This design comes from an exercise in tuning for small area on the open sky130 flow, not from production work.
In this exercise RTL edits were held to simulation tests only and were not proved equivalent to the original.
No activity file was given, so power comes from the tool's default toggle rates.

## ws_systolic_array
module ws_systolic_array # (
    parameter DATA_WIDTH = 8
)
(
    input                           clk         ,
    input                           rstn        ,
    input                           i_start     ,
    input       [DATA_WIDTH-1 : 0]  i_w_col_1   ,    
    input       [DATA_WIDTH-1 : 0]  i_w_col_2   ,    
    input       [DATA_WIDTH-1 : 0]  i_w_col_3   ,    
    input       [DATA_WIDTH-1 : 0]  i_w_col_4   ,    
    input       [DATA_WIDTH-1 : 0]  i_f_row_1   ,    
    input       [DATA_WIDTH-1 : 0]  i_f_row_2   ,    
    input       [DATA_WIDTH-1 : 0]  i_f_row_3   ,    
    input       [DATA_WIDTH-1 : 0]  i_f_row_4   ,    
    output    [2*DATA_WIDTH-1 : 0]  o_p_col_1   ,    
    output    [2*DATA_WIDTH-1 : 0]  o_p_col_2   ,    
    output    [2*DATA_WIDTH-1 : 0]  o_p_col_3   ,    
    output    [2*DATA_WIDTH-1 : 0]  o_p_col_4        
);
For scale: ~130 I/O pins, ~0.034 mm² of cells after synthesis.
Settings: LEC_CHECK=0, CAP_MARGIN=0, CORE_MARGIN=2, CORE_UTILIZATION=55, GPL_TIMING_DRIVEN=0, SETUP_SLACK_MARGIN=-0.25, SLEW_MARGIN=0, SYNTH_HIERARCHICAL=1, SYNTH_MINIMUM_KEEP_SIZE=0; clock period 7.5 ns.
standard.sh (not shown) runs the stock make flow with config.mk's settings and CLKGATE_MAP_FILE= SYNTH_SCRIPT=/design/flow/synth_recipe.tcl, a recipe that flattens the netlist after the stock synthesis.
==> flow/flow/run.sh <==
#!/bin/bash
# The standard layout (standard.sh, unchanged synthesis), with two changes:
# the port buffers use the smallest buffer cell, and the clock tree is built
# without dummy loads.  make's output goes to standard.log.
set -euo pipefail
cd "$(dirname "$0")/.."
bash standard.sh \
  "BUFFER_PORTS_ARGS=-buffer_cell sky130_fd_sc_hd__buf_1" \
  "CTS_ARGS=-sink_clustering_enable -repair_clock_nets -dont_use_dummy_load -buf_list sky130_fd_sc_hd__clkbuf_4 -sink_clustering_size 9 -sink_clustering_max_diameter 45" \
  finish > standard.log 2>&1
The baseline ran to the end with violations: negative setup slack.
Then changed:
--- a/flow/flow/run.sh
+++ b/flow/flow/run.sh
@@ -9 +9 @@
-  "CTS_ARGS=-sink_clustering_enable -repair_clock_nets -dont_use_dummy_load -buf_list sky130_fd_sc_hd__clkbuf_4 -sink_clustering_size 9 -sink_clustering_max_diameter 45" \
+  "CTS_ARGS=-sink_clustering_enable -repair_clock_nets -dont_use_dummy_load -buf_list {sky130_fd_sc_hd__clkbuf_2 sky130_fd_sc_hd__clkbuf_4} -sink_clustering_size 6 -sink_clustering_max_diameter 30" \
--- a/flow/config.mk
+++ b/flow/config.mk
@@ -12 +11,0 @@
-export SETUP_SLACK_MARGIN = -0.25
Outcome: The changed run finished with timing, DRC and antenna clean; total power is higher by 6.4%; cell count is higher by 0.83%; worst hold slack stays flat; worst setup slack is better by 0.24 ns; cell area rose by 0.87%; fmax climbs by 3.3%; global-route usage came out higher by 0.16 points; sequential cell count does not change; routed wire length climbs by 0.40%; via count increases by 0.82%.
Then changed:
--- a/flow/flow/run.sh
+++ b/flow/flow/run.sh
@@ -9 +9 @@
-  "CTS_ARGS=-sink_clustering_enable -repair_clock_nets -dont_use_dummy_load -buf_list {sky130_fd_sc_hd__clkbuf_2 sky130_fd_sc_hd__clkbuf_4} -sink_clustering_size 6 -sink_clustering_max_diameter 30" \
+  "CTS_ARGS=-sink_clustering_enable -repair_clock_nets -dont_use_dummy_load -buf_list sky130_fd_sc_hd__clkbuf_4 -sink_clustering_size 11 -sink_clustering_max_diameter 45" \
--- a/flow/config.mk
+++ b/flow/config.mk
@@ -11,0 +12 @@
+export SETUP_SLACK_MARGIN = -0.1
Result: Worst hold slack is worse by 0.0069 ns. Die area is unchanged. Cell count goes down by 0.91%. Design area goes down by 0.76%. Total power goes down by 6.6%. Sequential share of layout area goes up by 0.19 points. Synthesized area does not change. Register-to-register slack is worse by 0.08 ns. Core utilization goes down by 0.45 points. Via count goes down by 0.92%.

--- another note on this design; it stands on its own ---

==> v26: inputs <==
Design ws_systolic_array, start of the top module:
module ws_systolic_array # (
    parameter DATA_WIDTH = 8
)
(
    input                           clk         ,
    input                           rstn        ,
    input                           i_start     ,
    input       [DATA_WIDTH-1 : 0]  i_w_col_1   ,    
    input       [DATA_WIDTH-1 : 0]  i_w_col_2   ,    
    input       [DATA_WIDTH-1 : 0]  i_w_col_3   ,    
    input       [DATA_WIDTH-1 : 0]  i_w_col_4   ,    
    input       [DATA_WIDTH-1 : 0]  i_f_row_1   ,    
    input       [DATA_WIDTH-1 : 0]  i_f_row_2   ,    
    input       [DATA_WIDTH-1 : 0]  i_f_row_3   ,    
    input       [DATA_WIDTH-1 : 0]  i_f_row_4   ,    
    output    [2*DATA_WIDTH-1 : 0]  o_p_col_1   ,    
    output    [2*DATA_WIDTH-1 : 0]  o_p_col_2   ,    
    output    [2*DATA_WIDTH-1 : 0]  o_p_col_3   ,    
    output    [2*DATA_WIDTH-1 : 0]  o_p_col_4        
);
    localparam DW = DATA_WIDTH;
    reg                 r_load;
    reg     [1 : 0]     r_cnt;
    always @ (posedge clk) begin
        if (!rstn) begin
            r_load <= 1'b0;
            r_cnt  <= 2'd0;
        end else if (r_load) begin
            r_cnt  <= r_cnt + 1'b1;
            if (r_cnt == 2'd3) r_load <= 1'b0;
        end else if (i_start) begin
            r_load <= 1'b1;
        end
    end
    wire z = r_load | ~rstn;     
  ...
Settings: LEC_CHECK=0, CAP_MARGIN=20, CORE_MARGIN=2, CORE_UTILIZATION=40, GPL_TIMING_DRIVEN=0, SLEW_MARGIN=20, SYNTH_HIERARCHICAL=1, SYNTH_MINIMUM_KEEP_SIZE=0; clock period 7.5 ns.
standard.sh (not shown) runs the stock make flow with config.mk's settings and CLKGATE_MAP_FILE= SYNTH_SCRIPT=/design/flow/synth_recipe.tcl, a recipe that flattens the netlist after the stock synthesis.
==> flow/flow/run.sh <==
#!/bin/bash
# The standard layout (standard.sh, unchanged synthesis), with two changes:
# the port buffers use the smallest buffer cell, and the clock tree is built
# without dummy loads.  make's output goes to standard.log.
set -euo pipefail
cd "$(dirname "$0")/.."
bash standard.sh \
  "BUFFER_PORTS_ARGS=-buffer_cell sky130_fd_sc_hd__buf_1" \
  "CTS_ARGS=-sink_clustering_enable -repair_clock_nets -dont_use_dummy_load -sink_clustering_size 30 -sink_clustering_max_diameter 100" \
  finish > standard.log 2>&1
==> v19 (differences from v26) <==
--- a/flow/flow/run.sh
+++ b/flow/flow/run.sh
@@ -6,5 +6,5 @@
 cd "$(dirname "$0")/.."
 bash standard.sh \
   "BUFFER_PORTS_ARGS=-buffer_cell sky130_fd_sc_hd__buf_1" \
-  "CTS_ARGS=-sink_clustering_enable -repair_clock_nets -dont_use_dummy_load -sink_clustering_size 30 -sink_clustering_max_diameter 100" \
+  "CTS_ARGS=-sink_clustering_enable -repair_clock_nets -dont_use_dummy_load -buf_list sky130_fd_sc_hd__clkbuf_4 -sink_clustering_size 9 -sink_clustering_max_diameter 45" \
   finish > standard.log 2>&1
- CAP_MARGIN: 20 -> 0
- CORE_UTILIZATION: 40 -> 50
- SLEW_MARGIN: 20 -> 0
==> notes <==
Final cell count: v26 is larger than v19 (5.8%).
In area after synthesis, v26 and v19 do not differ.
Of v19 and v26, v26 has the higher cell area (gap about 1%, measured against v26).
Against v19, the non-clock buffer count of v26 is higher by 2.
Of v26 and v19, v26 has the higher die area (gap about 25%, measured against v19).
==> figures <==
quantity                                                                     v19         v26
Run status                                      no timing/DRC/antenna violations  no timing/DRC/antenna violations
Biggest fanout along the worst timing path                                    17          26
Initial antenna violation count                                                3           4
Sum of met2 wire segment lengths after detailed routing                 45700 µm    45100 µm
Max incr delay on CP                                                     0.54 ns     0.53 ns
Count of placed standard cells in the final layout, fillers left out        3798        4017
Power Clock                                                              1.12 mW     1.22 mW
Headroom to the max-slew limit                                             0.518       0.507
Worst setup path startpoint                                            r_live[2]    r_shf[3]
Post-detailed-routing wire length                                       91900 µm    91600 µm
Number of clock buffer instances in the layout                                67          23
Clk cell area share                                                       0.0137      0.0155

-- separate check: timing with driven ports --
How much do the figures lean on ideal ports? The routed layouts below were timed once more, with nothing changed but the port constraints.
Step 1 (the two cells are an assumption about what drives the block):
set clk [get_ports {clk}]
set_driving_cell -lib_cell sky130_fd_sc_hd__clkbuf_16 $clk
set_driving_cell -lib_cell sky130_fd_sc_hd__buf_2 [delete_from_list [all_inputs] $clk]
Step 2 also shifts input and output timing later by t, the mid clock arrival at the registers, as if the neighbouring blocks saw the same clock.
Three values: ideal ports, drivers, drivers and shift; two values: the first two.
run	t (ns)	setup slack, ns	worst hold slack (ns)	slew at the worst register clock pin (ns)
the first run of note 1	0.901	-0.035 / -0.035 / -0.194	0.306 / 0.306 / 0.306	0.10 / 0.10
the second run of note 1	0.883	0.203 / 0.203 / -0.102	0.307 / 0.307 / 0.307	0.07 / 0.07
the third run of note 1	0.910	0.119 / 0.119 / -0.201	0.301 / 0.301 / 0.301	0.12 / 0.12
v26	0.653	0.265 / 0.265 / -0.274	0.350 / 0.350 / 0.350	0.12 / 0.12
v19	0.882	0.229 / 0.229 / -0.278	0.345 / 0.345 / 0.345	0.10 / 0.10
Met with ideal ports but missed after step 2: setup timing in the second run of note 1, the third run of note 1, v26 and v19. For v26, which loses most, drivers alone change the setup slack by 0.000 ns; drivers and shift together by -0.539 ns.
